What follows belongs to an exercise in optimizing a design on an open flow for small area, a short achievable clock period and few clock cycles; a production flow would make more cautious choices.
RTL that was checked went through simulation tests only; none was proved equivalent to the original.
Function not checked in run 1: the RTL went through the layout flow alone.
Power and IR drop assume default switching activity.

==> flow/design.v, too long to show whole: its modules and the start of the top module <==
// module systolic_4x4: 143 lines
// module mac32: 1120 lines
module systolic_4x4 (
    input logic go,
    input logic clk,
    input logic reset,
    output logic done,
    output logic [4:0] t0_addr0,
    input logic [31:0] t0_read_data,
    output logic [4:0] t1_addr0,
    input logic [31:0] t1_read_data,
    output logic [4:0] t2_addr0,
    input logic [31:0] t2_read_data,
    output logic [4:0] t3_addr0,
    input logic [31:0] t3_read_data,
    output logic [4:0] l0_addr0,
    input logic [31:0] l0_read_data,
    output logic [4:0] l1_addr0,
    input logic [31:0] l1_read_data,
    output logic [4:0] l2_addr0,
    input logic [31:0] l2_read_data,
    output logic [4:0] l3_addr0,
    input logic [31:0] l3_read_data,
    output logic [4:0] out_mem_addr0,
    output logic [4:0] out_mem_addr1,
    output logic [31:0] out_mem_write_data,
    output logic out_mem_write_en
);
  // ...
==> flow/flow/run.sh <==
#!/bin/bash
# The standard layout, with timing repair aiming for a setup slack of
# MARGIN ns at the design's clock period (so the repair works on paths the
# 10 ns constraint alone would leave untouched), and the port buffers made
# with buf_2 cells.
set -euo pipefail
MARGIN=6.9
bash standard.sh SETUP_SLACK_MARGIN=$MARGIN \
  "BUFFER_PORTS_ARGS=-buffer_cell sky130_fd_sc_hd__buf_2" finish > standard_finish.log 2>&1
==> flow/standard.sh <==
#!/bin/bash
# synth_recipe.tcl (not shown) runs the flow's synth.tcl, then flattens the netlist and writes it again
# the make line also repeats each setting of config.mk as NAME=value (left out here)
make -C /OpenROAD-flow-scripts/flow DESIGN_CONFIG=/design/flow/config.mk WORK_HOME=/design/flow/orfs CLKGATE_MAP_FILE= SYNTH_SCRIPT=/design/flow/synth_recipe.tcl "${@:-finish}"
==> flow/config.mk <==
export PLATFORM = sky130hd
export DESIGN_NAME = systolic_4x4
export DESIGN_NICKNAME = systolic_4x4
export VERILOG_FILES = /design/flow/design.v
export SDC_FILE = /design/flow/constraint.sdc
export NUM_CORES = 4
export LEC_CHECK = 0
export ABC_AREA = 1
export CAP_MARGIN = 20
export CORE_MARGIN = 2
export CORE_UTILIZATION = 50
export CTS_CLUSTER_DIAMETER = 100
export CTS_CLUSTER_SIZE = 20
export PLACE_DENSITY = 0.6
export SLEW_MARGIN = 20
==> flow/constraint.sdc <==
create_clock -name core_clock -period 10.0 [get_ports {clk}]
set_input_delay 2.0000 -clock core_clock [delete_from_list [all_inputs] [get_ports {clk}]]
set_output_delay 2.0000 -clock core_clock [all_outputs]
set_load 0.01 [all_outputs]
==> summary.md, run 1 <==
| Metric | Value |
|---|---|
| Status | timing/DRC/antenna clean |
| Commonest non-fill, non-tap cell in the layout | inv_1 |
| Fin crit period | 3.38 ns |
| Util after Layout | 57.3% |
| DIE HEIGHT | 399 microns |
| Most frequent cells in the layout | 1391 x inv_1, 1119 x dfxtp_1, 908 x nand2_1, 771 x xor2_1, 694 x fa_1 |
| Seq/Total Area, Yosys | 31.9% |
| Sequential cell fraction of total power | roughly a third |
| Post-synthesis xor/xnor area fraction | around 9.9% |
| Cell area after synthesis | 78000 sq um |
| Worst setup EP type | output pin |
| Worst r2r src | row[0] |
| Reg with most FFs | g_mac.u_mac.p1 |
| Port Buffer Count | 328 |
| Clock-pin slew on the worst setup and hold paths | 0.09 ns |
| CP Launch Type | flip-flop |
| NonClk Buf Share | around 6% |
| Die area | 159000 sq um |
| CP Buf/Inv Count | 1 |
| GRT Total Usage | 41.5% |
| Reg2Reg Depth | 15 |
| Fraction of area in clock buffers and inverters | under 10% |
| Mux cell area share after synthesis | 0% |
| Power Sequential | 9150 uW |
| DRC | 0 |
| Dpl hpwl | 252000 microns |
| Grt ovf | 0 |
| Nets | 10.2k |
| Inverter count | 1597 |
| Pleak | 0.0398 uW |
| Most Crowded Layer GR | met2 |
| Top layer in use | met5 |
| Max IR drop VDD | ~0.19 mV |
| Placed Cells | roughly 11k |
| WL/cell | just over 30 microns |
| Met2 routed wirelength | 135000 microns |
| Clk pwr | 3280 uW |
| Max power group | combinational cells |
| Multi-In Gates | around 5.4k |
| Pin slew with the least headroom to its limit | 1.06 ns |
| Sequential cell area share | 28.3% |
| Largest net degree at the start of global routing | slightly below 60 |
| Crit path depth | 1 |
| DP Area | about 80000 sq um |
| Worst Hold Class | reg2reg |
==> module systolic_4x4, before the edit <==
module systolic_4x4 (
    input logic go,
    input logic clk,
    input logic reset,
    output logic done,
    output logic [4:0] t0_addr0,
    input logic [31:0] t0_read_data,
    output logic [4:0] t1_addr0,
    input logic [31:0] t1_read_data,
    output logic [4:0] t2_addr0,
    input logic [31:0] t2_read_data,
    output logic [4:0] t3_addr0,
    input logic [31:0] t3_read_data,
    output logic [4:0] l0_addr0,
    input logic [31:0] l0_read_data,
    output logic [4:0] l1_addr0,
    input logic [31:0] l1_read_data,
    output logic [4:0] l2_addr0,
    input logic [31:0] l2_read_data,
    output logic [4:0] l3_addr0,
    input logic [31:0] l3_read_data,
    output logic [4:0] out_mem_addr0,
    output logic [4:0] out_mem_addr1,
    output logic [31:0] out_mem_write_data,
    output logic out_mem_write_en
);
  localparam int LAT = 2;
  localparam int D = 1;
  localparam int LAST = 67 + D + LAT;
  logic [6:0] cnt;
  logic [3:0] l_addr;
  logic [3:0] t_addr [4];
  logic [1:0] row;           
  logic [31:0] lr [4+D-1];
  logic [31:0] lr3 [4];      
  logic [9:0] t_s1 [4];
  logic [9:0] t_s2 [4];
  logic [9:0] t_s3 [4];
  logic [9:0] t_s4 [4];
  logic [9:0] t_neg [4];
  logic [1:0] t_e [4];
  logic [3:0] first;
  logic [31:0] acc_s [4];    
  logic [31:0] acc_c [4];
  logic [31:0] ns [4];
  logic [31:0] nc [4];
  logic [3:0] fin;           
  logic [1:0] wr_row;
  logic [1:0] wr_col;
  logic [31:0] wr_data;
  logic wr_en;
  logic done_r;
  always_ff @(posedge clk) begin
    if (reset) begin
      cnt <= '0;
      l_addr <= '0;
      row <= '0;
      for (int j = 0; j < 4; j++) t_addr[j] <= 4'(-(j + D - 1));
      first <= '0;
      fin <= '0;
      wr_en <= 1'b0;
      done_r <= 1'b0;
    end else if (go) begin
      if (cnt != LAST) cnt <= cnt + 7'd1;
      l_addr <= l_addr + 4'd1;
      if (l_addr == 4'd15) row <= row + 2'd1;
      for (int j = 0; j < 4; j++) t_addr[j] <= t_addr[j] + 4'd1;
      for (int j = 0; j < 4; j++)
        first[j] <= (t_addr[j] == 4'(LAT - 1)) && (cnt >= 7'(j + D + LAT - 2)) && (cnt <= 7'(j + D + LAT + 46));
      for (int j = 0; j < 4; j++)
        fin[j] <= (t_addr[j] == 4'(LAT - 1)) && (cnt >= 7'(j + D + LAT + 14)) && (cnt <= 7'(j + D + LAT + 62));
      wr_en <= |fin;
      done_r <= (cnt == 7'(LAST - 1));
    end
  end
  function automatic [9:0] booth_sel(input logic [31:0] b, input int k);
    logic [2:0] v;
    logic x3;
    for (int r = 0; r < 10; r++) begin
      v = 3'({1'b0, b[3*r+1], 1'b0}) + 3'(b[3*r]) + 3'((r > 0) ? b[3*r-1] : 1'b0);
      x3 = b[3*r+2];
      booth_sel[r] = x3 ? (3'(4 - k) == v) : (3'(k) == v);
    end
  endfunction
  function automatic [9:0] booth_neg(input logic [31:0] b);
    for (int r = 0; r < 10; r++) booth_neg[r] = b[3*r+2];
  endfunction
  logic [31:0] td [4];
  assign td[0] = t0_read_data;
  assign td[1] = t1_read_data;
  assign td[2] = t2_read_data;
  assign td[3] = t3_read_data;
  logic [31:0] ld;
  assign ld = (row == 2'd0) ? l0_read_data :
              (row == 2'd1) ? l1_read_data :
              (row == 2'd2) ? l2_read_data : l3_read_data;
  always_ff @(posedge clk) begin
    logic [1:0] sel;
    lr[0] <= ld;
    lr3[0] <= ld + {ld[30:0], 1'b0};
    for (int j = 1; j < 4; j++) begin
      lr[j] <= lr[j-1];
      lr3[j] <= lr3[j-1];
    end
    for (int j = 0; j < 4; j++) begin
      t_s1[j] <= booth_sel(td[j], 1);
      t_s2[j] <= booth_sel(td[j], 2);
      t_s3[j] <= booth_sel(td[j], 3);
      t_s4[j] <= booth_sel(td[j], 4);
      t_neg[j] <= booth_neg(td[j]);
      t_e[j] <= {td[j][31] ^ (td[j][30] & td[j][29]), td[j][30] ^ td[j][29]};
    end
    for (int j = 0; j < 4; j++) begin
      acc_s[j] <= ns[j];
      acc_c[j] <= nc[j];
    end
    sel = fin[1] ? 2'd1 : fin[2] ? 2'd2 : fin[3] ? 2'd3 : 2'd0;
    wr_data <= acc_s[sel] + acc_c[sel];
    wr_col <= sel;
    wr_row <= 2'((cnt - 7'(sel) - 7'(D + LAT)) >> 4);
  end
  for (genvar j = 0; j < 4; j++) begin : g_mac
    mac32 u_mac (
        .clk(clk),
        .a(lr[j]), .a3(lr3[j]), .bs1(t_s1[j]), .bs2(t_s2[j]), .bs3(t_s3[j]), .bs4(t_s4[j]),
        .bneg(t_neg[j]), .be(t_e[j]),
        .si(first[j] ? 32'd0 : acc_s[j]), .ci(first[j] ? 32'd0 : acc_c[j]),
        .so(ns[j]), .co(nc[j]));
  end
  assign done = done_r;
  assign out_mem_write_en = wr_en;
  assign out_mem_write_data = wr_data;
  assign out_mem_addr0 = {3'd0, wr_row};
  assign out_mem_addr1 = {3'd0, wr_col};
  assign l0_addr0 = {1'b0, l_addr};
  assign l1_addr0 = {1'b0, l_addr};
  assign l2_addr0 = {1'b0, l_addr};
  assign l3_addr0 = {1'b0, l_addr};
  assign t0_addr0 = {1'b0, t_addr[0]};
  assign t1_addr0 = {1'b0, t_addr[1]};
  assign t2_addr0 = {1'b0, t_addr[2]};
  assign t3_addr0 = {1'b0, t_addr[3]};
endmodule
==> run 2, diff against run 1 <==
--- a/flow/design.v
+++ b/flow/design.v
@@ -27,3 +27,3 @@
   localparam int LAT = 2;
-  localparam int D = 1;
+  localparam int D = 2;
   localparam int LAST = 67 + D + LAT;
@@ -34,3 +34,3 @@
   logic [31:0] lr [4+D-1];
-  logic [31:0] lr3 [4];      
+  logic [31:0] lr3 [1:4];    
   logic [9:0] t_s1 [4];
@@ -99,7 +99,5 @@
     lr[0] <= ld;
-    lr3[0] <= ld + {ld[30:0], 1'b0};
-    for (int j = 1; j < 4; j++) begin
-      lr[j] <= lr[j-1];
-      lr3[j] <= lr3[j-1];
-    end
+    for (int j = 1; j < 5; j++) lr[j] <= lr[j-1];
+    lr3[1] <= lr[0] + {lr[0][30:0], 1'b0};
+    for (int j = 2; j < 5; j++) lr3[j] <= lr3[j-1];
     for (int j = 0; j < 4; j++) begin
@@ -124,3 +122,3 @@
         .clk(clk),
-        .a(lr[j]), .a3(lr3[j]), .bs1(t_s1[j]), .bs2(t_s2[j]), .bs3(t_s3[j]), .bs4(t_s4[j]),
+        .a(lr[j+1]), .a3(lr3[j+1]), .bs1(t_s1[j]), .bs2(t_s2[j]), .bs3(t_s3[j]), .bs4(t_s4[j]),
         .bneg(t_neg[j]), .be(t_e[j]),
@@ -450,3 +448,3 @@
   wire x197;
-  reg [112:0] p1;
+  reg [108:0] p1;
   wire s198, c199;
@@ -559,17 +557,10 @@
   wire s412, c413;
-  wire s414, c415;
-  wire s416, c417;
-  wire s418, c419;
-  wire s420, c421;
-  wire s422, c423;
-  wire s424, c425;
-  wire s426, c427;
-  wire x428;
-  wire x429;
-  wire x430;
-  wire x431;
-  wire x432;
-  wire x433;
-  wire x434;
-  wire x435;
+  wire x414;
+  wire x415;
+  wire x416;
+  wire x417;
+  wire x418;
+  wire x419;
+  wire x420;
+  wire x421;
   assign pp0_0 = ((bs1[0] & a[0]) | (bs3[0] & a3[0])) ^ bneg[0];
@@ -762,20 +753,20 @@
   assign q31b = be[0] & a[1];
-  assign s1 = bneg[8] ^ pp0_24;
-  assign c2 = bneg[8] & pp0_24;
-  assign s3 = pp0_25 ^ pp1_22;
-  assign c4 = pp0_25 & pp1_22;
-  assign s5 = pp0_26 ^ pp1_23;
-  assign c6 = pp0_26 & pp1_23;
+  assign s1 = bneg[8] ^ pp0_24 ^ pp1_21;
+  assign c2 = (bneg[8] & pp0_24) | (pp1_21 & (bneg[8] ^ pp0_24));
+  assign s3 = pp0_25 ^ pp1_22 ^ pp2_19;
+  assign c4 = (pp0_25 & pp1_22) | (pp2_19 & (pp0_25 ^ pp1_22));
+  assign s5 = pp0_26 ^ pp1_23 ^ pp2_20;
+  assign c6 = (pp0_26 & pp1_23) | (pp2_20 & (pp0_26 ^ pp1_23));
   assign s7 = bneg[9] ^ pp0_27 ^ pp1_24;
   assign c8 = (bneg[9] & pp0_27) | (pp1_24 & (bneg[9] ^ pp0_27));
-  assign s9 = pp2_21 ^ pp3_18;
-  assign c10 = pp2_21 & pp3_18;
+  assign s9 = pp2_21 ^ pp3_18 ^ pp4_15;
+  assign c10 = (pp2_21 & pp3_18) | (pp4_15 & (pp2_21 ^ pp3_18));
   assign s11 = pp0_28 ^ pp1_25 ^ pp2_22;
   assign c12 = (pp0_28 & pp1_25) | (pp2_22 & (pp0_28 ^ pp1_25));
-  assign s13 = pp3_19 ^ pp4_16;
-  assign c14 = pp3_19 & pp4_16;
+  assign s13 = pp3_19 ^ pp4_16 ^ pp5_13;
+  assign c14 = (pp3_19 & pp4_16) | (pp5_13 & (pp3_19 ^ pp4_16));
   assign s15 = pp0_29 ^ pp1_26 ^ pp2_23;
   assign c16 = (pp0_29 & pp1_26) | (pp2_23 & (pp0_29 ^ pp1_26));
-  assign s17 = pp3_20 ^ pp4_17;
-  assign c18 = pp3_20 & pp4_17;
+  assign s17 = pp3_20 ^ pp4_17 ^ pp5_14;
+  assign c18 = (pp3_20 & pp4_17) | (pp5_14 & (pp3_20 ^ pp4_17));
   assign s19 = q30 ^ pp0_30 ^ pp1_27;
@@ -784,20 +775,20 @@
   assign c22 = (pp2_24 & pp3_21) | (pp4_18 & (pp2_24 ^ pp3_21));
-  assign s23 = bneg[5] ^ pp0_15;
-  assign c24 = bneg[5] & pp0_15;
-  assign s25 = pp0_16 ^ pp1_13;
-  assign c26 = pp0_16 & pp1_13;
-  assign s27 = pp0_17 ^ pp1_14;
-  assign c28 = pp0_17 & pp1_14;
+  assign s23 = bneg[5] ^ pp0_15 ^ pp1_12;
+  assign c24 = (bneg[5] & pp0_15) | (pp1_12 & (bneg[5] ^ pp0_15));
+  assign s25 = pp0_16 ^ pp1_13 ^ pp2_10;
+  assign c26 = (pp0_16 & pp1_13) | (pp2_10 & (pp0_16 ^ pp1_13));
+  assign s27 = pp0_17 ^ pp1_14 ^ pp2_11;
+  assign c28 = (pp0_17 & pp1_14) | (pp2_11 & (pp0_17 ^ pp1_14));
   assign s29 = bneg[6] ^ pp0_18 ^ pp1_15;
   assign c30 = (bneg[6] & pp0_18) | (pp1_15 & (bneg[6] ^ pp0_18));
-  assign s31 = pp2_12 ^ pp3_9;
-  assign c32 = pp2_12 & pp3_9;
+  assign s31 = pp2_12 ^ pp3_9 ^ pp4_6;
+  assign c32 = (pp2_12 & pp3_9) | (pp4_6 & (pp2_12 ^ pp3_9));
   assign s33 = pp0_19 ^ pp1_16 ^ pp2_13;
   assign c34 = (pp0_19 & pp1_16) | (pp2_13 & (pp0_19 ^ pp1_16));
-  assign s35 = pp3_10 ^ pp4_7;
-  assign c36 = pp3_10 & pp4_7;
+  assign s35 = pp3_10 ^ pp4_7 ^ pp5_4;
+  assign c36 = (pp3_10 & pp4_7) | (pp5_4 & (pp3_10 ^ pp4_7));
   assign s37 = pp0_20 ^ pp1_17 ^ pp2_14;
   assign c38 = (pp0_20 & pp1_17) | (pp2_14 & (pp0_20 ^ pp1_17));
-  assign s39 = pp3_11 ^ pp4_8;
-  assign c40 = pp3_11 & pp4_8;
+  assign s39 = pp3_11 ^ pp4_8 ^ pp5_5;
+  assign c40 = (pp3_11 & pp4_8) | (pp5_5 & (pp3_11 ^ pp4_8));
   assign s41 = bneg[7] ^ pp0_21 ^ pp1_18;
@@ -806,4 +797,4 @@
   assign c44 = (pp2_15 & pp3_12) | (pp4_9 & (pp2_15 ^ pp3_12));
-  assign s45 = pp5_6 ^ pp6_3;
-  assign c46 = pp5_6 & pp6_3;
+  assign s45 = pp5_6 ^ pp6_3 ^ pp7_0;
+  assign c46 = (pp5_6 & pp6_3) | (pp7_0 & (pp5_6 ^ pp6_3));
   assign s47 = pp0_22 ^ pp1_19 ^ pp2_16;
@@ -820,54 +811,54 @@
   assign c58 = pp6_5 & pp7_2;
-  assign s59 = pp1_21 ^ pp2_18 ^ pp3_15;
-  assign c60 = (pp1_21 & pp2_18) | (pp3_15 & (pp1_21 ^ pp2_18));
-  assign s61 = pp4_12 ^ pp5_9 ^ pp6_6;
-  assign c62 = (pp4_12 & pp5_9) | (pp6_6 & (pp4_12 ^ pp5_9));
-  assign s63 = pp7_3 ^ pp8_0 ^ s1;
-  assign c64 = (pp7_3 & pp8_0) | (s1 & (pp7_3 ^ pp8_0));
-  assign s65 = pp2_19 ^ pp3_16 ^ pp4_13;
-  assign c66 = (pp2_19 & pp3_16) | (pp4_13 & (pp2_19 ^ pp3_16));
-  assign s67 = pp5_10 ^ pp6_7 ^ pp7_4;
-  assign c68 = (pp5_10 & pp6_7) | (pp7_4 & (pp5_10 ^ pp6_7));
-  assign s69 = pp8_1 ^ c2 ^ s3;
-  assign c70 = (pp8_1 & c2) | (s3 & (pp8_1 ^ c2));
-  assign s71 = pp2_20 ^ pp3_17 ^ pp4_14;
-  assign c72 = (pp2_20 & pp3_17) | (pp4_14 & (pp2_20 ^ pp3_17));
-  assign s73 = pp5_11 ^ pp6_8 ^ pp7_5;
-  assign c74 = (pp5_11 & pp6_8) | (pp7_5 & (pp5_11 ^ pp6_8));
-  assign s75 = pp8_2 ^ c4 ^ s5;
-  assign c76 = (pp8_2 & c4) | (s5 & (pp8_2 ^ c4));
-  assign s77 = pp4_15 ^ pp5_12 ^ pp6_9;
-  assign c78 = (pp4_15 & pp5_12) | (pp6_9 & (pp4_15 ^ pp5_12));
-  assign s79 = pp7_6 ^ pp8_3 ^ pp9_0;
-  assign c80 = (pp7_6 & pp8_3) | (pp9_0 & (pp7_6 ^ pp8_3));
-  assign s81 = c6 ^ s9 ^ s7;
-  assign c82 = (c6 & s9) | (s7 & (c6 ^ s9));
-  assign s83 = pp5_13 ^ pp6_10 ^ pp7_7;
-  assign c84 = (pp5_13 & pp6_10) | (pp7_7 & (pp5_13 ^ pp6_10));
-  assign s85 = pp8_4 ^ pp9_1 ^ c10;
-  assign c86 = (pp8_4 & pp9_1) | (c10 & (pp8_4 ^ pp9_1));
-  assign s87 = s13 ^ c8 ^ s11;
-  assign c88 = (s13 & c8) | (s11 & (s13 ^ c8));
-  assign s89 = pp5_14 ^ pp6_11 ^ pp7_8;
-  assign c90 = (pp5_14 & pp6_11) | (pp7_8 & (pp5_14 ^ pp6_11));
-  assign s91 = pp8_5 ^ pp9_2 ^ c14;
-  assign c92 = (pp8_5 & pp9_2) | (c14 & (pp8_5 ^ pp9_2));
-  assign s93 = s17 ^ c12 ^ s15;
-  assign c94 = (s17 & c12) | (s15 & (s17 ^ c12));
+  assign s59 = pp2_18 ^ pp3_15 ^ pp4_12;
+  assign c60 = (pp2_18 & pp3_15) | (pp4_12 & (pp2_18 ^ pp3_15));
+  assign s61 = pp5_9 ^ pp6_6 ^ pp7_3;
+  assign c62 = (pp5_9 & pp6_6) | (pp7_3 & (pp5_9 ^ pp6_6));
+  assign s63 = pp8_0 ^ s1;
+  assign c64 = pp8_0 & s1;
+  assign s65 = pp3_16 ^ pp4_13 ^ pp5_10;
+  assign c66 = (pp3_16 & pp4_13) | (pp5_10 & (pp3_16 ^ pp4_13));
+  assign s67 = pp6_7 ^ pp7_4 ^ pp8_1;
+  assign c68 = (pp6_7 & pp7_4) | (pp8_1 & (pp6_7 ^ pp7_4));
+  assign s69 = c2 ^ s3;
+  assign c70 = c2 & s3;
+  assign s71 = pp3_17 ^ pp4_14 ^ pp5_11;
+  assign c72 = (pp3_17 & pp4_14) | (pp5_11 & (pp3_17 ^ pp4_14));
+  assign s73 = pp6_8 ^ pp7_5 ^ pp8_2;
+  assign c74 = (pp6_8 & pp7_5) | (pp8_2 & (pp6_8 ^ pp7_5));
+  assign s75 = c4 ^ s5;
+  assign c76 = c4 & s5;
+  assign s77 = pp5_12 ^ pp6_9 ^ pp7_6;
+  assign c78 = (pp5_12 & pp6_9) | (pp7_6 & (pp5_12 ^ pp6_9));
+  assign s79 = pp8_3 ^ pp9_0 ^ c6;
+  assign c80 = (pp8_3 & pp9_0) | (c6 & (pp8_3 ^ pp9_0));
+  assign s81 = s7 ^ s9;
+  assign c82 = s7 & s9;
+  assign s83 = pp6_10 ^ pp7_7 ^ pp8_4;
+  assign c84 = (pp6_10 & pp7_7) | (pp8_4 & (pp6_10 ^ pp7_7));
+  assign s85 = pp9_1 ^ c10 ^ c8;
+  assign c86 = (pp9_1 & c10) | (c8 & (pp9_1 ^ c10));
+  assign s87 = s11 ^ s13;
+  assign c88 = s11 & s13;
+  assign s89 = pp6_11 ^ pp7_8 ^ pp8_5;
+  assign c90 = (pp6_11 & pp7_8) | (pp8_5 & (pp6_11 ^ pp7_8));
+  assign s91 = pp9_2 ^ c12 ^ c14;
+  assign c92 = (pp9_2 & c12) | (c14 & (pp9_2 ^ c12));
+  assign s93 = s15 ^ s17;
+  assign c94 = s15 & s17;
   assign s95 = pp5_15 ^ pp6_12 ^ pp7_9;
   assign c96 = (pp5_15 & pp6_12) | (pp7_9 & (pp5_15 ^ pp6_12));
-  assign s97 = pp8_6 ^ pp9_3 ^ c18;
-  assign c98 = (pp8_6 & pp9_3) | (c18 & (pp8_6 ^ pp9_3));
-  assign s99 = c16 ^ s19 ^ s21;
-  assign c100 = (c16 & s19) | (s21 & (c16 ^ s19));
-  assign s101 = bneg[3] ^ pp0_9;
-  assign c102 = bneg[3] & pp0_9;
-  assign s103 = pp0_10 ^ pp1_7;
-  assign c104 = pp0_10 & pp1_7;
-  assign s105 = pp0_11 ^ pp1_8;
-  assign c106 = pp0_11 & pp1_8;
+  assign s97 = pp8_6 ^ pp9_3 ^ c16;
+  assign c98 = (pp8_6 & pp9_3) | (c16 & (pp8_6 ^ pp9_3));
+  assign s99 = c18 ^ s19 ^ s21;
+  assign c100 = (c18 & s19) | (s21 & (c18 ^ s19));
+  assign s101 = bneg[3] ^ pp0_9 ^ pp1_6;
+  assign c102 = (bneg[3] & pp0_9) | (pp1_6 & (bneg[3] ^ pp0_9));
+  assign s103 = pp0_10 ^ pp1_7 ^ pp2_4;
+  assign c104 = (pp0_10 & pp1_7) | (pp2_4 & (pp0_10 ^ pp1_7));
+  assign s105 = pp0_11 ^ pp1_8 ^ pp2_5;
+  assign c106 = (pp0_11 & pp1_8) | (pp2_5 & (pp0_11 ^ pp1_8));
   assign s107 = bneg[4] ^ pp0_12 ^ pp1_9;
   assign c108 = (bneg[4] & pp0_12) | (pp1_9 & (bneg[4] ^ pp0_12));
-  assign s109 = pp2_6 ^ pp3_3;
-  assign c110 = pp2_6 & pp3_3;
+  assign s109 = pp2_6 ^ pp3_3 ^ pp4_0;
+  assign c110 = (pp2_6 & pp3_3) | (pp4_0 & (pp2_6 ^ pp3_3));
   assign s111 = pp0_13 ^ pp1_10 ^ pp2_7;
@@ -880,34 +871,34 @@
   assign c118 = pp3_5 & pp4_2;
-  assign s119 = pp1_12 ^ pp2_9 ^ pp3_6;
-  assign c120 = (pp1_12 & pp2_9) | (pp3_6 & (pp1_12 ^ pp2_9));
-  assign s121 = pp4_3 ^ pp5_0 ^ s23;
-  assign c122 = (pp4_3 & pp5_0) | (s23 & (pp4_3 ^ pp5_0));
-  assign s123 = pp2_10 ^ pp3_7 ^ pp4_4;
-  assign c124 = (pp2_10 & pp3_7) | (pp4_4 & (pp2_10 ^ pp3_7));
-  assign s125 = pp5_1 ^ c24 ^ s25;
-  assign c126 = (pp5_1 & c24) | (s25 & (pp5_1 ^ c24));
-  assign s127 = pp2_11 ^ pp3_8 ^ pp4_5;
-  assign c128 = (pp2_11 & pp3_8) | (pp4_5 & (pp2_11 ^ pp3_8));
-  assign s129 = pp5_2 ^ c26 ^ s27;
-  assign c130 = (pp5_2 & c26) | (s27 & (pp5_2 ^ c26));
-  assign s131 = pp4_6 ^ pp5_3 ^ pp6_0;
-  assign c132 = (pp4_6 & pp5_3) | (pp6_0 & (pp4_6 ^ pp5_3));
-  assign s133 = c28 ^ s31 ^ s29;
-  assign c134 = (c28 & s31) | (s29 & (c28 ^ s31));
-  assign s135 = pp5_4 ^ pp6_1 ^ c32;
-  assign c136 = (pp5_4 & pp6_1) | (c32 & (pp5_4 ^ pp6_1));
-  assign s137 = s35 ^ c30 ^ s33;
-  assign c138 = (s35 & c30) | (s33 & (s35 ^ c30));
-  assign s139 = pp5_5 ^ pp6_2 ^ c36;
-  assign c140 = (pp5_5 & pp6_2) | (c36 & (pp5_5 ^ pp6_2));
-  assign s141 = s39 ^ c34 ^ s37;
-  assign c142 = (s39 & c34) | (s37 & (s39 ^ c34));
-  assign s143 = pp7_0 ^ c40 ^ s45;
-  assign c144 = (pp7_0 & c40) | (s45 & (pp7_0 ^ c40));
-  assign s145 = c38 ^ s41 ^ s43;
-  assign c146 = (c38 & s41) | (s43 & (c38 ^ s41));
-  assign s147 = c46 ^ s51 ^ c42;
-  assign c148 = (c46 & s51) | (c42 & (c46 ^ s51));
-  assign s149 = c44 ^ s47 ^ s49;
-  assign c150 = (c44 & s47) | (s49 & (c44 ^ s47));
+  assign s119 = pp2_9 ^ pp3_6 ^ pp4_3;
+  assign c120 = (pp2_9 & pp3_6) | (pp4_3 & (pp2_9 ^ pp3_6));
+  assign s121 = pp5_0 ^ s23;
+  assign c122 = pp5_0 & s23;
+  assign s123 = pp3_7 ^ pp4_4 ^ pp5_1;
+  assign c124 = (pp3_7 & pp4_4) | (pp5_1 & (pp3_7 ^ pp4_4));
+  assign s125 = c24 ^ s25;
+  assign c126 = c24 & s25;
+  assign s127 = pp3_8 ^ pp4_5 ^ pp5_2;
+  assign c128 = (pp3_8 & pp4_5) | (pp5_2 & (pp3_8 ^ pp4_5));
+  assign s129 = c26 ^ s27;
+  assign c130 = c26 & s27;
+  assign s131 = pp5_3 ^ pp6_0 ^ c28;
+  assign c132 = (pp5_3 & pp6_0) | (c28 & (pp5_3 ^ pp6_0));
+  assign s133 = s29 ^ s31;
+  assign c134 = s29 & s31;
+  assign s135 = pp6_1 ^ c30 ^ c32;
+  assign c136 = (pp6_1 & c30) | (c32 & (pp6_1 ^ c30));
+  assign s137 = s33 ^ s35;
+  assign c138 = s33 & s35;
+  assign s139 = pp6_2 ^ c34 ^ c36;
+  assign c140 = (pp6_2 & c34) | (c36 & (pp6_2 ^ c34));
+  assign s141 = s37 ^ s39;
+  assign c142 = s37 & s39;
+  assign s143 = c38 ^ c40 ^ s41;
+  assign c144 = (c38 & c40) | (s41 & (c38 ^ c40));
+  assign s145 = s43 ^ s45;
+  assign c146 = s43 & s45;
+  assign s147 = s51 ^ c42 ^ c44;
+  assign c148 = (s51 & c42) | (c44 & (s51 ^ c42));
+  assign s149 = c46 ^ s47 ^ s49;
+  assign c150 = (c46 & s47) | (s49 & (c46 ^ s47));
   assign s151 = c52 ^ s57 ^ c48;
@@ -930,16 +921,16 @@
   assign c168 = (c72 & c74) | (s77 & (c72 ^ c74));
-  assign s169 = s79 ^ c76 ^ s81;
-  assign c170 = (s79 & c76) | (s81 & (s79 ^ c76));
-  assign s171 = c78 ^ c80 ^ s83;
-  assign c172 = (c78 & c80) | (s83 & (c78 ^ c80));
-  assign s173 = s85 ^ c82 ^ s87;
-  assign c174 = (s85 & c82) | (s87 & (s85 ^ c82));
-  assign s175 = c84 ^ s89 ^ c86;
-  assign c176 = (c84 & s89) | (c86 & (c84 ^ s89));
-  assign s177 = s91 ^ c88 ^ s93;
-  assign c178 = (s91 & c88) | (s93 & (s91 ^ c88));
-  assign s179 = c90 ^ s95 ^ c92;
-  assign c180 = (c90 & s95) | (c92 & (c90 ^ s95));
-  assign s181 = s97 ^ c94 ^ s99;
-  assign c182 = (s97 & c94) | (s99 & (s97 ^ c94));
+  assign s169 = c76 ^ s81 ^ s79;
+  assign c170 = (c76 & s81) | (s79 & (c76 ^ s81));
+  assign s171 = c78 ^ s83 ^ c82;
+  assign c172 = (c78 & s83) | (c82 & (c78 ^ s83));
+  assign s173 = s87 ^ c80 ^ s85;
+  assign c174 = (s87 & c80) | (s85 & (s87 ^ c80));
+  assign s175 = c84 ^ s89 ^ c88;
+  assign c176 = (c84 & s89) | (c88 & (c84 ^ s89));
+  assign s177 = s93 ^ c86 ^ s91;
+  assign c178 = (s93 & c86) | (s91 & (s93 ^ c86));
+  assign s179 = c90 ^ s95 ^ c94;
+  assign c180 = (c90 & s95) | (c94 & (c90 ^ s95));
+  assign s181 = c92 ^ s97 ^ s99;
+  assign c182 = (c92 & s97) | (s99 & (c92 ^ s97));
   assign x183 = q31a ^ q31b;
@@ -956,15 +947,15 @@
   assign x194 = x190 ^ x191;
-  assign x195 = c98 ^ x192;
-  assign x196 = x193 ^ x194;
-  assign x197 = c100 ^ x195;
-  assign s198 = ci[3] ^ p1[4];
-  assign c199 = ci[3] & p1[4];
-  assign s200 = ci[4] ^ p1[7];
-  assign c201 = ci[4] & p1[7];
-  assign s202 = ci[5] ^ p1[10];
-  assign c203 = ci[5] & p1[10];
+  assign x195 = x192 ^ x193;
+  assign x196 = x194 ^ c100;
+  assign x197 = c98 ^ x195;
+  assign s198 = ci[3] ^ p1[4] ^ p1[5];
+  assign c199 = (ci[3] & p1[4]) | (p1[5] & (ci[3] ^ p1[4]));
+  assign s200 = ci[4] ^ p1[7] ^ p1[8];
+  assign c201 = (ci[4] & p1[7]) | (p1[8] & (ci[4] ^ p1[7]));
+  assign s202 = ci[5] ^ p1[10] ^ p1[9];
+  assign c203 = (ci[5] & p1[10]) | (p1[9] & (ci[5] ^ p1[10]));
   assign s204 = ci[6] ^ p1[11] ^ p1[12];
   assign c205 = (ci[6] & p1[11]) | (p1[12] & (ci[6] ^ p1[11]));
-  assign s206 = p1[13] ^ p1[14];
-  assign c207 = p1[13] & p1[14];
+  assign s206 = p1[13] ^ p1[14] ^ si[6];
+  assign c207 = (p1[13] & p1[14]) | (si[6] & (p1[13] ^ p1[14]));
   assign s208 = ci[7] ^ p1[15] ^ p1[16];
@@ -979,116 +970,116 @@
   assign c217 = (ci[9] & p1[21]) | (p1[22] & (ci[9] ^ p1[21]));
-  assign s218 = p1[23] ^ p1[24] ^ si[9];
-  assign c219 = (p1[23] & p1[24]) | (si[9] & (p1[23] ^ p1[24]));
-  assign s220 = ci[10] ^ p1[25] ^ p1[26];
-  assign c221 = (ci[10] & p1[25]) | (p1[26] & (ci[10] ^ p1[25]));
-  assign s222 = p1[27] ^ p1[28] ^ si[10];
-  assign c223 = (p1[27] & p1[28]) | (si[10] & (p1[27] ^ p1[28]));
-  assign s224 = ci[11] ^ p1[29] ^ p1[30];
-  assign c225 = (ci[11] & p1[29]) | (p1[30] & (ci[11] ^ p1[29]));
-  assign s226 = p1[31] ^ p1[32] ^ si[11];
-  assign c227 = (p1[31] & p1[32]) | (si[11] & (p1[31] ^ p1[32]));
-  assign s228 = ci[12] ^ p1[33] ^ p1[34];
-  assign c229 = (ci[12] & p1[33]) | (p1[34] & (ci[12] ^ p1[33]));
-  assign s230 = p1[35] ^ p1[36] ^ si[12];
-  assign c231 = (p1[35] & p1[36]) | (si[12] & (p1[35] ^ p1[36]));
-  assign s232 = ci[13] ^ p1[37] ^ p1[38];
-  assign c233 = (ci[13] & p1[37]) | (p1[38] & (ci[13] ^ p1[37]));
-  assign s234 = p1[39] ^ p1[40] ^ si[13];
-  assign c235 = (p1[39] & p1[40]) | (si[13] & (p1[39] ^ p1[40]));
-  assign s236 = ci[14] ^ p1[41] ^ p1[42];
-  assign c237 = (ci[14] & p1[41]) | (p1[42] & (ci[14] ^ p1[41]));
-  assign s238 = p1[43] ^ p1[44] ^ si[14];
-  assign c239 = (p1[43] & p1[44]) | (si[14] & (p1[43] ^ p1[44]));
-  assign s240 = ci[15] ^ p1[45] ^ p1[46];
-  assign c241 = (ci[15] & p1[45]) | (p1[46] & (ci[15] ^ p1[45]));
-  assign s242 = p1[47] ^ p1[48] ^ si[15];
-  assign c243 = (p1[47] & p1[48]) | (si[15] & (p1[47] ^ p1[48]));
-  assign s244 = ci[16] ^ p1[49] ^ p1[50];
-  assign c245 = (ci[16] & p1[49]) | (p1[50] & (ci[16] ^ p1[49]));
-  assign s246 = p1[51] ^ p1[52] ^ si[16];
-  assign c247 = (p1[51] & p1[52]) | (si[16] & (p1[51] ^ p1[52]));
-  assign s248 = ci[17] ^ p1[53] ^ p1[54];
-  assign c249 = (ci[17] & p1[53]) | (p1[54] & (ci[17] ^ p1[53]));
-  assign s250 = p1[55] ^ p1[56] ^ si[17];
-  assign c251 = (p1[55] & p1[56]) | (si[17] & (p1[55] ^ p1[56]));
-  assign s252 = ci[18] ^ p1[57] ^ p1[58];
-  assign c253 = (ci[18] & p1[57]) | (p1[58] & (ci[18] ^ p1[57]));
-  assign s254 = p1[59] ^ p1[60] ^ si[18];
-  assign c255 = (p1[59] & p1[60]) | (si[18] & (p1[59] ^ p1[60]));
-  assign s256 = ci[19] ^ p1[61] ^ p1[62];
-  assign c257 = (ci[19] & p1[61]) | (p1[62] & (ci[19] ^ p1[61]));
-  assign s258 = p1[63] ^ p1[64] ^ si[19];
-  assign c259 = (p1[63] & p1[64]) | (si[19] & (p1[63] ^ p1[64]));
-  assign s260 = ci[20] ^ p1[65] ^ p1[66];
-  assign c261 = (ci[20] & p1[65]) | (p1[66] & (ci[20] ^ p1[65]));
-  assign s262 = p1[67] ^ p1[68] ^ si[20];
-  assign c263 = (p1[67] & p1[68]) | (si[20] & (p1[67] ^ p1[68]));
-  assign s264 = ci[21] ^ p1[69] ^ p1[70];
-  assign c265 = (ci[21] & p1[69]) | (p1[70] & (ci[21] ^ p1[69]));
-  assign s266 = p1[71] ^ p1[72] ^ si[21];
-  assign c267 = (p1[71] & p1[72]) | (si[21] & (p1[71] ^ p1[72]));
-  assign s268 = ci[22] ^ p1[73] ^ p1[74];
-  assign c269 = (ci[22] & p1[73]) | (p1[74] & (ci[22] ^ p1[73]));
-  assign s270 = p1[75] ^ p1[76] ^ si[22];
-  assign c271 = (p1[75] & p1[76]) | (si[22] & (p1[75] ^ p1[76]));
-  assign s272 = ci[23] ^ p1[77] ^ p1[78];
-  assign c273 = (ci[23] & p1[77]) | (p1[78] & (ci[23] ^ p1[77]));
-  assign s274 = p1[79] ^ p1[80] ^ si[23];
-  assign c275 = (p1[79] & p1[80]) | (si[23] & (p1[79] ^ p1[80]));
-  assign s276 = ci[24] ^ p1[81] ^ p1[82];
-  assign c277 = (ci[24] & p1[81]) | (p1[82] & (ci[24] ^ p1[81]));
-  assign s278 = p1[83] ^ p1[84] ^ si[24];
-  assign c279 = (p1[83] & p1[84]) | (si[24] & (p1[83] ^ p1[84]));
-  assign s280 = ci[25] ^ p1[85] ^ p1[86];
-  assign c281 = (ci[25] & p1[85]) | (p1[86] & (ci[25] ^ p1[85]));
-  assign s282 = p1[87] ^ p1[88] ^ si[25];
-  assign c283 = (p1[87] & p1[88]) | (si[25] & (p1[87] ^ p1[88]));
-  assign s284 = ci[26] ^ p1[89] ^ p1[90];
-  assign c285 = (ci[26] & p1[89]) | (p1[90] & (ci[26] ^ p1[89]));
-  assign s286 = p1[91] ^ p1[92] ^ si[26];
-  assign c287 = (p1[91] & p1[92]) | (si[26] & (p1[91] ^ p1[92]));
-  assign s288 = ci[27] ^ p1[93] ^ p1[94];
-  assign c289 = (ci[27] & p1[93]) | (p1[94] & (ci[27] ^ p1[93]));
-  assign s290 = p1[95] ^ p1[96] ^ si[27];
-  assign c291 = (p1[95] & p1[96]) | (si[27] & (p1[95] ^ p1[96]));
-  assign s292 = ci[28] ^ p1[100] ^ p1[97];
-  assign c293 = (ci[28] & p1[100]) | (p1[97] & (ci[28] ^ p1[100]));
-  assign s294 = p1[98] ^ p1[99] ^ si[28];
-  assign c295 = (p1[98] & p1[99]) | (si[28] & (p1[98] ^ p1[99]));
-  assign s296 = ci[29] ^ p1[101] ^ p1[102];
-  assign c297 = (ci[29] & p1[101]) | (p1[102] & (ci[29] ^ p1[101]));
-  assign s298 = p1[103] ^ p1[104] ^ si[29];
-  assign c299 = (p1[103] & p1[104]) | (si[29] & (p1[103] ^ p1[104]));
-  assign s300 = ci[30] ^ p1[105] ^ p1[106];
-  assign c301 = (ci[30] & p1[105]) | (p1[106] & (ci[30] ^ p1[105]));
-  assign s302 = p1[107] ^ p1[108] ^ si[30];
-  assign c303 = (p1[107] & p1[108]) | (si[30] & (p1[107] ^ p1[108]));
-  assign s304 = ci[0] ^ p1[0];
-  assign c305 = ci[0] & p1[0];
-  assign s306 = ci[1] ^ p1[2];
-  assign c307 = ci[1] & p1[2];
-  assign s308 = ci[2] ^ p1[3];
-  assign c309 = ci[2] & p1[3];
-  assign s310 = p1[5] ^ p1[6] ^ si[3];
-  assign c311 = (p1[5] & p1[6]) | (si[3] & (p1[5] ^ p1[6]));
-  assign s312 = p1[8] ^ si[4] ^ c199;
-  assign c313 = (p1[8] & si[4]) | (c199 & (p1[8] ^ si[4]));
-  assign s314 = p1[9] ^ si[5] ^ c201;
-  assign c315 = (p1[9] & si[5]) | (c201 & (p1[9] ^ si[5]));
-  assign s316 = si[6] ^ c203 ^ s206;
-  assign c317 = (si[6] & c203) | (s206 & (si[6] ^ c203));
-  assign s318 = c207 ^ s210 ^ c205;
-  assign c319 = (c207 & s210) | (c205 & (c207 ^ s210));
+  assign s218 = p1[23] ^ si[9];
+  assign c219 = p1[23] & si[9];
+  assign s220 = ci[10] ^ p1[24] ^ p1[25];
+  assign c221 = (ci[10] & p1[24]) | (p1[25] & (ci[10] ^ p1[24]));
+  assign s222 = p1[26] ^ si[10];
+  assign c223 = p1[26] & si[10];
+  assign s224 = ci[11] ^ p1[27] ^ p1[28];
+  assign c225 = (ci[11] & p1[27]) | (p1[28] & (ci[11] ^ p1[27]));
+  assign s226 = p1[29] ^ si[11];
+  assign c227 = p1[29] & si[11];
+  assign s228 = ci[12] ^ p1[30] ^ p1[31];
+  assign c229 = (ci[12] & p1[30]) | (p1[31] & (ci[12] ^ p1[30]));
+  assign s230 = p1[32] ^ si[12];
+  assign c231 = p1[32] & si[12];
+  assign s232 = ci[13] ^ p1[33] ^ p1[34];
+  assign c233 = (ci[13] & p1[33]) | (p1[34] & (ci[13] ^ p1[33]));
+  assign s234 = p1[35] ^ p1[36] ^ si[13];
+  assign c235 = (p1[35] & p1[36]) | (si[13] & (p1[35] ^ p1[36]));
+  assign s236 = ci[14] ^ p1[37] ^ p1[38];
+  assign c237 = (ci[14] & p1[37]) | (p1[38] & (ci[14] ^ p1[37]));
+  assign s238 = p1[39] ^ p1[40] ^ si[14];
+  assign c239 = (p1[39] & p1[40]) | (si[14] & (p1[39] ^ p1[40]));
+  assign s240 = ci[15] ^ p1[41] ^ p1[42];
+  assign c241 = (ci[15] & p1[41]) | (p1[42] & (ci[15] ^ p1[41]));
+  assign s242 = p1[43] ^ p1[44] ^ si[15];
+  assign c243 = (p1[43] & p1[44]) | (si[15] & (p1[43] ^ p1[44]));
+  assign s244 = ci[16] ^ p1[45] ^ p1[46];
+  assign c245 = (ci[16] & p1[45]) | (p1[46] & (ci[16] ^ p1[45]));
+  assign s246 = p1[47] ^ p1[48] ^ si[16];
+  assign c247 = (p1[47] & p1[48]) | (si[16] & (p1[47] ^ p1[48]));
+  assign s248 = ci[17] ^ p1[49] ^ p1[50];
+  assign c249 = (ci[17] & p1[49]) | (p1[50] & (ci[17] ^ p1[49]));
+  assign s250 = p1[51] ^ p1[52] ^ si[17];
+  assign c251 = (p1[51] & p1[52]) | (si[17] & (p1[51] ^ p1[52]));
+  assign s252 = ci[18] ^ p1[53] ^ p1[54];
+  assign c253 = (ci[18] & p1[53]) | (p1[54] & (ci[18] ^ p1[53]));
+  assign s254 = p1[55] ^ p1[56] ^ si[18];
+  assign c255 = (p1[55] & p1[56]) | (si[18] & (p1[55] ^ p1[56]));
+  assign s256 = ci[19] ^ p1[57] ^ p1[58];
+  assign c257 = (ci[19] & p1[57]) | (p1[58] & (ci[19] ^ p1[57]));
+  assign s258 = p1[59] ^ p1[60] ^ si[19];
+  assign c259 = (p1[59] & p1[60]) | (si[19] & (p1[59] ^ p1[60]));
+  assign s260 = ci[20] ^ p1[61] ^ p1[62];
+  assign c261 = (ci[20] & p1[61]) | (p1[62] & (ci[20] ^ p1[61]));
+  assign s262 = p1[63] ^ p1[64] ^ si[20];
+  assign c263 = (p1[63] & p1[64]) | (si[20] & (p1[63] ^ p1[64]));
+  assign s264 = ci[21] ^ p1[65] ^ p1[66];
+  assign c265 = (ci[21] & p1[65]) | (p1[66] & (ci[21] ^ p1[65]));
+  assign s266 = p1[67] ^ p1[68] ^ si[21];
+  assign c267 = (p1[67] & p1[68]) | (si[21] & (p1[67] ^ p1[68]));
+  assign s268 = ci[22] ^ p1[69] ^ p1[70];
+  assign c269 = (ci[22] & p1[69]) | (p1[70] & (ci[22] ^ p1[69]));
+  assign s270 = p1[71] ^ p1[72] ^ si[22];
+  assign c271 = (p1[71] & p1[72]) | (si[22] & (p1[71] ^ p1[72]));
+  assign s272 = ci[23] ^ p1[73] ^ p1[74];
+  assign c273 = (ci[23] & p1[73]) | (p1[74] & (ci[23] ^ p1[73]));
+  assign s274 = p1[75] ^ p1[76] ^ si[23];
+  assign c275 = (p1[75] & p1[76]) | (si[23] & (p1[75] ^ p1[76]));
+  assign s276 = ci[24] ^ p1[77] ^ p1[78];
+  assign c277 = (ci[24] & p1[77]) | (p1[78] & (ci[24] ^ p1[77]));
+  assign s278 = p1[79] ^ p1[80] ^ si[24];
+  assign c279 = (p1[79] & p1[80]) | (si[24] & (p1[79] ^ p1[80]));
+  assign s280 = ci[25] ^ p1[81] ^ p1[82];
+  assign c281 = (ci[25] & p1[81]) | (p1[82] & (ci[25] ^ p1[81]));
+  assign s282 = p1[83] ^ p1[84] ^ si[25];
+  assign c283 = (p1[83] & p1[84]) | (si[25] & (p1[83] ^ p1[84]));
+  assign s284 = ci[26] ^ p1[85] ^ p1[86];
+  assign c285 = (ci[26] & p1[85]) | (p1[86] & (ci[26] ^ p1[85]));
+  assign s286 = p1[87] ^ p1[88] ^ si[26];
+  assign c287 = (p1[87] & p1[88]) | (si[26] & (p1[87] ^ p1[88]));
+  assign s288 = ci[27] ^ p1[89] ^ p1[90];
+  assign c289 = (ci[27] & p1[89]) | (p1[90] & (ci[27] ^ p1[89]));
+  assign s290 = p1[91] ^ p1[92] ^ si[27];
+  assign c291 = (p1[91] & p1[92]) | (si[27] & (p1[91] ^ p1[92]));
+  assign s292 = ci[28] ^ p1[93] ^ p1[94];
+  assign c293 = (ci[28] & p1[93]) | (p1[94] & (ci[28] ^ p1[93]));
+  assign s294 = p1[95] ^ p1[96] ^ si[28];
+  assign c295 = (p1[95] & p1[96]) | (si[28] & (p1[95] ^ p1[96]));
+  assign s296 = ci[29] ^ p1[100] ^ p1[97];
+  assign c297 = (ci[29] & p1[100]) | (p1[97] & (ci[29] ^ p1[100]));
+  assign s298 = p1[98] ^ p1[99] ^ si[29];
+  assign c299 = (p1[98] & p1[99]) | (si[29] & (p1[98] ^ p1[99]));
+  assign s300 = ci[30] ^ p1[101] ^ p1[102];
+  assign c301 = (ci[30] & p1[101]) | (p1[102] & (ci[30] ^ p1[101]));
+  assign s302 = p1[103] ^ p1[104] ^ si[30];
+  assign c303 = (p1[103] & p1[104]) | (si[30] & (p1[103] ^ p1[104]));
+  assign s304 = ci[0] ^ p1[0] ^ p1[1];
+  assign c305 = (ci[0] & p1[0]) | (p1[1] & (ci[0] ^ p1[0]));
+  assign s306 = ci[1] ^ p1[2] ^ si[1];
+  assign c307 = (ci[1] & p1[2]) | (si[1] & (ci[1] ^ p1[2]));
+  assign s308 = ci[2] ^ p1[3] ^ si[2];
+  assign c309 = (ci[2] & p1[3]) | (si[2] & (ci[2] ^ p1[3]));
+  assign s310 = p1[6] ^ si[3] ^ s198;
+  assign c311 = (p1[6] & si[3]) | (s198 & (p1[6] ^ si[3]));
+  assign s312 = si[4] ^ c199 ^ s200;
+  assign c313 = (si[4] & c199) | (s200 & (si[4] ^ c199));
+  assign s314 = si[5] ^ c201 ^ s202;
+  assign c315 = (si[5] & c201) | (s202 & (si[5] ^ c201));
+  assign s316 = c203 ^ s204 ^ s206;
+  assign c317 = (c203 & s204) | (s206 & (c203 ^ s204));
+  assign s318 = s210 ^ c205 ^ c207;
+  assign c319 = (s210 & c205) | (c207 & (s210 ^ c205));
   assign s320 = c211 ^ s214 ^ c209;
   assign c321 = (c211 & s214) | (c209 & (c211 ^ s214));
-  assign s322 = c215 ^ c213 ^ s216;
-  assign c323 = (c215 & c213) | (s216 & (c215 ^ c213));
-  assign s324 = c217 ^ c219 ^ s220;
-  assign c325 = (c217 & c219) | (s220 & (c217 ^ c219));
-  assign s326 = c221 ^ c223 ^ s224;
-  assign c327 = (c221 & c223) | (s224 & (c221 ^ c223));
-  assign s328 = c225 ^ c227 ^ s228;
-  assign c329 = (c225 & c227) | (s228 & (c225 ^ c227));
-  assign s330 = c229 ^ c231 ^ s232;
-  assign c331 = (c229 & c231) | (s232 & (c229 ^ c231));
+  assign s322 = c215 ^ s218 ^ c213;
+  assign c323 = (c215 & s218) | (c213 & (c215 ^ s218));
+  assign s324 = c219 ^ s222 ^ c217;
+  assign c325 = (c219 & s222) | (c217 & (c219 ^ s222));
+  assign s326 = c223 ^ s226 ^ c221;
+  assign c327 = (c223 & s226) | (c221 & (c223 ^ s226));
+  assign s328 = c227 ^ s230 ^ c225;
+  assign c329 = (c227 & s230) | (c225 & (c227 ^ s230));
+  assign s330 = c231 ^ c229 ^ s232;
+  assign c331 = (c231 & c229) | (s232 & (c231 ^ c229));
   assign s332 = c233 ^ c235 ^ s236;
@@ -1127,137 +1118,123 @@
   assign c365 = (c297 & c299) | (s300 & (c297 ^ c299));
-  assign s366 = p1[1] ^ si[0];
-  assign c367 = p1[1] & si[0];
-  assign s368 = si[1] ^ c305 ^ s306;
-  assign c369 = (si[1] & c305) | (s306 & (si[1] ^ c305));
-  assign s370 = si[2] ^ c307 ^ s308;
-  assign c371 = (si[2] & c307) | (s308 & (si[2] ^ c307));
-  assign s372 = c309 ^ s198 ^ s310;
-  assign c373 = (c309 & s198) | (s310 & (c309 ^ s198));
-  assign s374 = s200 ^ c311 ^ s312;
-  assign c375 = (s200 & c311) | (s312 & (s200 ^ c311));
-  assign s376 = s202 ^ c313 ^ s314;
-  assign c377 = (s202 & c313) | (s314 & (s202 ^ c313));
-  assign s378 = s204 ^ c315 ^ s316;
-  assign c379 = (s204 & c315) | (s316 & (s204 ^ c315));
-  assign s380 = s208 ^ c317 ^ s318;
-  assign c381 = (s208 & c317) | (s318 & (s208 ^ c317));
-  assign s382 = s212 ^ c319 ^ s320;
-  assign c383 = (s212 & c319) | (s320 & (s212 ^ c319));
-  assign s384 = s218 ^ c321 ^ s322;
-  assign c385 = (s218 & c321) | (s322 & (s218 ^ c321));
-  assign s386 = s222 ^ c323 ^ s324;
-  assign c387 = (s222 & c323) | (s324 & (s222 ^ c323));
-  assign s388 = s226 ^ c325 ^ s326;
-  assign c389 = (s226 & c325) | (s326 & (s226 ^ c325));
-  assign s390 = s230 ^ c327 ^ s328;
-  assign c391 = (s230 & c327) | (s328 & (s230 ^ c327));
-  assign s392 = s234 ^ c329 ^ s330;
-  assign c393 = (s234 & c329) | (s330 & (s234 ^ c329));
-  assign s394 = s238 ^ c331 ^ s332;
-  assign c395 = (s238 & c331) | (s332 & (s238 ^ c331));
-  assign s396 = s242 ^ c333 ^ s334;
-  assign c397 = (s242 & c333) | (s334 & (s242 ^ c333));
-  assign s398 = s246 ^ c335 ^ s336;
-  assign c399 = (s246 & c335) | (s336 & (s246 ^ c335));
-  assign s400 = s250 ^ c337 ^ s338;
-  assign c401 = (s250 & c337) | (s338 & (s250 ^ c337));
-  assign s402 = s254 ^ c339 ^ s340;
-  assign c403 = (s254 & c339) | (s340 & (s254 ^ c339));
-  assign s404 = s258 ^ c341 ^ s342;
-  assign c405 = (s258 & c341) | (s342 & (s258 ^ c341));
-  assign s406 = s262 ^ c343 ^ s344;
-  assign c407 = (s262 & c343) | (s344 & (s262 ^ c343));
-  assign s408 = s266 ^ c345 ^ s346;
-  assign c409 = (s266 & c345) | (s346 & (s266 ^ c345));
-  assign s410 = s270 ^ c347 ^ s348;
-  assign c411 = (s270 & c347) | (s348 & (s270 ^ c347));
-  assign s412 = s274 ^ c349 ^ s350;
-  assign c413 = (s274 & c349) | (s350 & (s274 ^ c349));
-  assign s414 = s278 ^ c351 ^ s352;
-  assign c415 = (s278 & c351) | (s352 & (s278 ^ c351));
-  assign s416 = s282 ^ c353 ^ s354;
-  assign c417 = (s282 & c353) | (s354 & (s282 ^ c353));
-  assign s418 = s286 ^ c355 ^ s356;
-  assign c419 = (s286 & c355) | (s356 & (s286 ^ c355));
-  assign s420 = s290 ^ c357 ^ s358;
-  assign c421 = (s290 & c357) | (s358 & (s290 ^ c357));
-  assign s422 = s294 ^ c359 ^ s360;
-  assign c423 = (s294 & c359) | (s360 & (s294 ^ c359));
-  assign s424 = s298 ^ c361 ^ s362;
-  assign c425 = (s298 & c361) | (s362 & (s298 ^ c361));
-  assign s426 = s302 ^ c363 ^ s364;
-  assign c427 = (s302 & c363) | (s364 & (s302 ^ c363));
-  assign x428 = ci[31] ^ p1[109];
-  assign x429 = p1[110] ^ p1[111];
-  assign x430 = p1[112] ^ si[31];
-  assign x431 = x428 ^ x429;
-  assign x432 = x430 ^ c301;
-  assign x433 = c303 ^ x431;
-  assign x434 = x432 ^ x433;
-  assign x435 = c365 ^ x434;
-  always @(posedge clk) p1 <= {c182, x197, c180, x196, c178, c176, s181, s179, c174, c172, s177, s175, c170, c168, s173, s171, c166, c164, s169, s167, c162, c160, s165, s163, c158, c156, s161, s159, c154, c152, s157, s155, c150, c148, s153, s151, c146, c144, s149, s147, c142, c140, s145, s143, c138, c136, s141, s139, c134, c132, s137, s135, c130, c128, s133, s131, c126, c124, s129, s127, c122, c120, s125, s123, c118, c116, s121, s119, c114, c112, s117, s115, c110, c108, s113, s111, c106, pp4_0, s109, s107, c104, pp3_2, pp2_5, s105, c102, pp3_1, pp2_4, s103, pp3_0, pp2_3, pp1_6, s101, pp2_2, pp1_5, pp0_8, pp2_1, pp1_4, pp0_7, pp2_0, pp1_3, pp0_6, bneg[2], pp1_2, pp0_5, pp1_1, pp0_4, pp1_0, pp0_3, bneg[1], pp0_2, pp0_1, pp0_0, bneg[0]};
-  assign so[0] = s366;
+  assign s366 = s208 ^ c317 ^ s318;
+  assign c367 = (s208 & c317) | (s318 & (s208 ^ c317));
+  assign s368 = s212 ^ c319 ^ s320;
+  assign c369 = (s212 & c319) | (s320 & (s212 ^ c319));
+  assign s370 = s216 ^ c321 ^ s322;
+  assign c371 = (s216 & c321) | (s322 & (s216 ^ c321));
+  assign s372 = s220 ^ c323 ^ s324;
+  assign c373 = (s220 & c323) | (s324 & (s220 ^ c323));
+  assign s374 = s224 ^ c325 ^ s326;
+  assign c375 = (s224 & c325) | (s326 & (s224 ^ c325));
+  assign s376 = s228 ^ c327 ^ s328;
+  assign c377 = (s228 & c327) | (s328 & (s228 ^ c327));
+  assign s378 = s234 ^ c329 ^ s330;
+  assign c379 = (s234 & c329) | (s330 & (s234 ^ c329));
+  assign s380 = s238 ^ c331 ^ s332;
+  assign c381 = (s238 & c331) | (s332 & (s238 ^ c331));
+  assign s382 = s242 ^ c333 ^ s334;
+  assign c383 = (s242 & c333) | (s334 & (s242 ^ c333));
+  assign s384 = s246 ^ c335 ^ s336;
+  assign c385 = (s246 & c335) | (s336 & (s246 ^ c335));
+  assign s386 = s250 ^ c337 ^ s338;
+  assign c387 = (s250 & c337) | (s338 & (s250 ^ c337));
+  assign s388 = s254 ^ c339 ^ s340;
+  assign c389 = (s254 & c339) | (s340 & (s254 ^ c339));
+  assign s390 = s258 ^ c341 ^ s342;
+  assign c391 = (s258 & c341) | (s342 & (s258 ^ c341));
+  assign s392 = s262 ^ c343 ^ s344;
+  assign c393 = (s262 & c343) | (s344 & (s262 ^ c343));
+  assign s394 = s266 ^ c345 ^ s346;
+  assign c395 = (s266 & c345) | (s346 & (s266 ^ c345));
+  assign s396 = s270 ^ c347 ^ s348;
+  assign c397 = (s270 & c347) | (s348 & (s270 ^ c347));
+  assign s398 = s274 ^ c349 ^ s350;
+  assign c399 = (s274 & c349) | (s350 & (s274 ^ c349));
+  assign s400 = s278 ^ c351 ^ s352;
+  assign c401 = (s278 & c351) | (s352 & (s278 ^ c351));
+  assign s402 = s282 ^ c353 ^ s354;
+  assign c403 = (s282 & c353) | (s354 & (s282 ^ c353));
+  assign s404 = s286 ^ c355 ^ s356;
+  assign c405 = (s286 & c355) | (s356 & (s286 ^ c355));
+  assign s406 = s290 ^ c357 ^ s358;
+  assign c407 = (s290 & c357) | (s358 & (s290 ^ c357));
+  assign s408 = s294 ^ c359 ^ s360;
+  assign c409 = (s294 & c359) | (s360 & (s294 ^ c359));
+  assign s410 = s298 ^ c361 ^ s362;
+  assign c411 = (s298 & c361) | (s362 & (s298 ^ c361));
+  assign s412 = s302 ^ c363 ^ s364;
+  assign c413 = (s302 & c363) | (s364 & (s302 ^ c363));
+  assign x414 = ci[31] ^ p1[105];
+  assign x415 = p1[106] ^ p1[107];
+  assign x416 = p1[108] ^ si[31];
+  assign x417 = x414 ^ x415;
+  assign x418 = x416 ^ c301;
+  assign x419 = c303 ^ x417;
+  assign x420 = x418 ^ x419;
+  assign x421 = c365 ^ x420;
+  always @(posedge clk) p1 <= {x197, c182, x196, c180, c178, c176, s181, s179, c174, c172, s177, s175, c170, c168, s173, s171, c166, c164, s169, s167, c162, c160, s165, s163, c158, c156, s161, s159, c154, c152, s157, s155, c150, c148, s153, s151, c146, c144, s149, s147, c142, c140, s145, s143, c138, c136, s141, s139, c134, c132, s137, s135, c130, c128, s133, s131, c126, c124, s129, s127, c122, c120, s125, s123, c118, c116, s121, s119, c114, c112, s117, s115, c110, c108, s113, s111, c106, s109, s107, c104, pp3_2, s105, c102, pp3_1, s103, pp3_0, pp2_3, s101, pp2_2, pp1_5, pp0_8, pp2_1, pp1_4, pp0_7, pp2_0, pp1_3, pp0_6, bneg[2], pp1_2, pp0_5, pp1_1, pp0_4, pp1_0, pp0_3, bneg[1], pp0_2, pp0_1, pp0_0, bneg[0]};
+  assign so[0] = si[0];
   assign co[0] = s304;
-  assign so[1] = s368;
-  assign co[1] = c367;
-  assign so[2] = s370;
-  assign co[2] = c369;
-  assign so[3] = s372;
-  assign co[3] = c371;
-  assign so[4] = s374;
-  assign co[4] = c373;
-  assign so[5] = s376;
-  assign co[5] = c375;
-  assign so[6] = s378;
-  assign co[6] = c377;
-  assign so[7] = s380;
-  assign co[7] = c379;
-  assign so[8] = s382;
-  assign co[8] = c381;
-  assign so[9] = s384;
-  assign co[9] = c383;
-  assign so[10] = s386;
-  assign co[10] = c385;
-  assign so[11] = s388;
-  assign co[11] = c387;
-  assign so[12] = s390;
-  assign co[12] = c389;
-  assign so[13] = s392;
-  assign co[13] = c391;
-  assign so[14] = s394;
-  assign co[14] = c393;
-  assign so[15] = s396;
-  assign co[15] = c395;
-  assign so[16] = s398;
-  assign co[16] = c397;
-  assign so[17] = s400;
-  assign co[17] = c399;
-  assign so[18] = s402;
-  assign co[18] = c401;
-  assign so[19] = s404;
-  assign co[19] = c403;
-  assign so[20] = s406;
-  assign co[20] = c405;
-  assign so[21] = s408;
-  assign co[21] = c407;
-  assign so[22] = s410;
-  assign co[22] = c409;
-  assign so[23] = s412;
-  assign co[23] = c411;
-  assign so[24] = s414;
-  assign co[24] = c413;
-  assign so[25] = s416;
-  assign co[25] = c415;
-  assign so[26] = s418;
-  assign co[26] = c417;
-  assign so[27] = s420;
-  assign co[27] = c419;
-  assign so[28] = s422;
-  assign co[28] = c421;
-  assign so[29] = s424;
-  assign co[29] = c423;
-  assign so[30] = s426;
-  assign co[30] = c425;
-  assign so[31] = c427;
-  assign co[31] = x435;
+  assign so[1] = c305;
+  assign co[1] = s306;
+  assign so[2] = c307;
+  assign co[2] = s308;
+  assign so[3] = c309;
+  assign co[3] = s310;
+  assign so[4] = c311;
+  assign co[4] = s312;
+  assign so[5] = c313;
+  assign co[5] = s314;
+  assign so[6] = c315;
+  assign co[6] = s316;
+  assign so[7] = s366;
+  assign co[7] = 1'b0;
+  assign so[8] = s368;
+  assign co[8] = c367;
+  assign so[9] = s370;
+  assign co[9] = c369;
+  assign so[10] = s372;
+  assign co[10] = c371;
+  assign so[11] = s374;
+  assign co[11] = c373;
+  assign so[12] = s376;
+  assign co[12] = c375;
+  assign so[13] = s378;
+  assign co[13] = c377;
+  assign so[14] = s380;
+  assign co[14] = c379;
+  assign so[15] = s382;
+  assign co[15] = c381;
+  assign so[16] = s384;
+  assign co[16] = c383;
+  assign so[17] = s386;
+  assign co[17] = c385;
+  assign so[18] = s388;
+  assign co[18] = c387;
+  assign so[19] = s390;
+  assign co[19] = c389;
+  assign so[20] = s392;
+  assign co[20] = c391;
+  assign so[21] = s394;
+  assign co[21] = c393;
+  assign so[22] = s396;
+  assign co[22] = c395;
+  assign so[23] = s398;
+  assign co[23] = c397;
+  assign so[24] = s400;
+  assign co[24] = c399;
+  assign so[25] = s402;
+  assign co[25] = c401;
+  assign so[26] = s404;
+  assign co[26] = c403;
+  assign so[27] = s406;
+  assign co[27] = c405;
+  assign so[28] = s408;
+  assign co[28] = c407;
+  assign so[29] = s410;
+  assign co[29] = c409;
+  assign so[30] = s412;
+  assign co[30] = c411;
+  assign so[31] = c413;
+  assign co[31] = x421;
 endmodule
==> summary.md, run 2 <==
| Metric | Value |
|---|---|
| Commonest non-fill, non-tap cell in the layout | inv_1 (unchanged) |
| Clk buf depth | 3 (unchanged) |
| Grt ovf | 0 (unchanged) |
| GRT Total Usage | 39.0% (was 41.5%) |
| CP Buf/Inv Count | 1 (unchanged) |
| Cts bufs inserted | 77 (unchanged) |
| Die area | 158000 sq um (was 159000 sq um) |
| Most used DFF post-synth | dfxtp_1 (unchanged) |
| Site Rows | 144 (unchanged) |
| Cell area after synthesis | 77200 sq um (was 78000 sq um) |
| Pin slew with the least headroom to its limit | 1.21 ns (was 1.06 ns) |
| Met2 routed wirelength | 134000 microns (was 135000 microns) |
| Starting Density | 50.3% (was 50.5%) |
| RSZ-0062 raised after global routing | yes (unchanged) |
| Delay-heaviest family, CP | flip-flops (unchanged) |
| Most frequent cells in the layout | 1477 x inv_1, 1100 x dfxtp_1, 789 x xor2_1, 697 x fa_1, 674 x nand2_1 (was 1391 x inv_1, 1119 x dfxtp_1, 908 x nand2_1, 771 x xor2_1, 694 x fa_1) |
| Fin crit share | 32.9% (was 33.8%) |
| Io pins | 343 (unchanged) |
| Max IR drop VDD | 0.178 mV (was 0.194 mV) |
| # fillers | 14.0k (about the same) |
| Reg with most FFs | g_mac.u_mac.p1 (unchanged) |
| Core Area | 154000 sq um (was 155000 sq um) |
| Worst setup EP type | output pin (unchanged) |
| #FFs+latches synth | 1251 (was 1243) |
| Share of layout cells above drive strength 1 | 12.7% (was 16.0%) |
| Length of routed met3 wiring | 38300 microns (was 45400 microns) |
| Status | timing/DRC/antenna clean (unchanged) |
| Dpl hpwl | 238000 microns (was 252000 microns) |
| Antenna violations before repair | 35 (was 42) |
| Top layer in use | met5 (unchanged) |
| Fin. Hold Viols | 0 (unchanged) |
| CP Launch Type | flip-flop (unchanged) |
| WL/cell | 29.5 microns (was 30.6 microns) |
| Pleak | 0.0386 uW (was 0.0398 uW) |
| Top cells by area, synth | dfxtp_1 32%, fa_1 18%, xor2_1 9.0%, a221oi_1 7.5%, inv_1 7.3% (was dfxtp_1 32%, fa_1 18%, xor2_1 8.8%, a221oi_1 7.4%, inv_1 6.9%) |
| Port Buffer Count | 328 (unchanged) |
| Pwr per Cell Area | 320 nW/um^2 (was 322 nW/um^2) |
| Seq/Total Area, Yosys | 32.4% (was 31.9%) |
| Largest net degree at the start of global routing | 65 (was 59) |
| Clock-pin slew on the worst setup and hold paths | 0.09 ns (about the same) |
| Worst Hold Class | reg2reg (unchanged) |
| DIE HEIGHT | 397 microns (was 399 microns) |
| CTS Hold Bufs | 0 (unchanged) |
| Synthesis Warnings | 28 (unchanged) |
| Endpoints failing setup | 0 (unchanged) |
| Fin crit period | 3.29 ns (was 3.38 ns) |
| Synthesized instance count | 8528 (was 8730) |
| Nets | 9861 (was 10.2k) |
| DRC | 0 (unchanged) |
==> run 2: changes by cell type after synthesis, sizes merged, moves of 18 or more <==
cell    previous run  this run
nand2            944       703
ha               278       248
or2                4        32
o21ai            259       181
clkbuf           214       362
mux2i              0        32
clkinv            68        90
nor3             154       134
nand3            126        67
buf              326       160
a21oi            237       255
inv             1504      1540
o22ai            617       655
nor2             391       418
==> run 2: final cells by class <==
type | instances | area [sq um] | area share [%]
well taps | 2044 | 2560 | 2.98
clock buffers | 79 | 1950 | 2.28
diodes | 23 | 57.6 | 0.0671
multi-input cells | 5138 | 44900 | 52.3
inverters | 1630 | 6460 | 7.53
flip-flops and latches | 1251 | 25300 | 29.5
clock inverters | 20 | 314 | 0.366
repair inverters | 16 | 80.1 | 0.0934
repair buffers | 538 | 4150 | 4.84
==> run 2: final timing paths <==
| path | start | endpoint | slack [ns] | depth (start not counted) |
|---|---|---|---|---|
| hold / removal | lr3[2][20] | lr3[3][20] | 0.34 | 0 |
| setup reg to reg | fin[2] | wr_data[16] | 6.86 | 16 |
| hold reg to reg | lr3[2][20] | lr3[3][20] | 0.34 | 0 |
| setup / recovery | wr_data[16] | out_mem_write_data[16] | 6.71 | 1 |
==> run 2: report_power, final <==
group / internal [uW] / switching [uW]
clock network: 1510 / 1820
logic: 5970 / 9160
registers: 7060 / 1900
==> run 2: routing by layer <==
layer / track usage (%) / vias up
met5: 0 / -
li1: - / 28438
met1: 49.2 / 31624
met3: 12.6 / 1338
met2: 58.6 / 4630
met4: 22.7 / 36
==> run 2: what timing repair did <==
action	CTS	global route
pin swaps	2	48
cloned	14	19
gates resized for setup	316	310
setup endpoints to repair	247	182
buffers inserted	40	53
==> run 2: cell families after synthesis <==
family,after synthesis,share of synthesized area (%)
fa+ha+maj,950,22.2
simple gates,1382,7.28
xor+xnor,895,10.1
buf+inv,2152,10.7
other cells,1,0.00486
compound gates,1865,16.8
mux,32,0.415
flops,1251,32.4
==> run 2: metrics by stage <==
step | power, uW | cells | hold slack [ns] | instance area, sq um | util [%]
floorplan | 17500 | 8541 | 0.326 | 77300 | -
global placement | 22600 | 10490 | 0.339 | 80100 | 52.1
detailed placement | 23100 | 10490 | 0.338 | 80100 | 52.1
CTS | 26700 | 10643 | 0.339 | 83900 | 54.6
global route | 29800 | 10718 | 0.349 | 85700 | 55.8
finish | 27400 | 10739 | 0.343 | 85800 | 55.8
Testbench counts of run 2, summed over its fixed seeds: cycles 3,456.
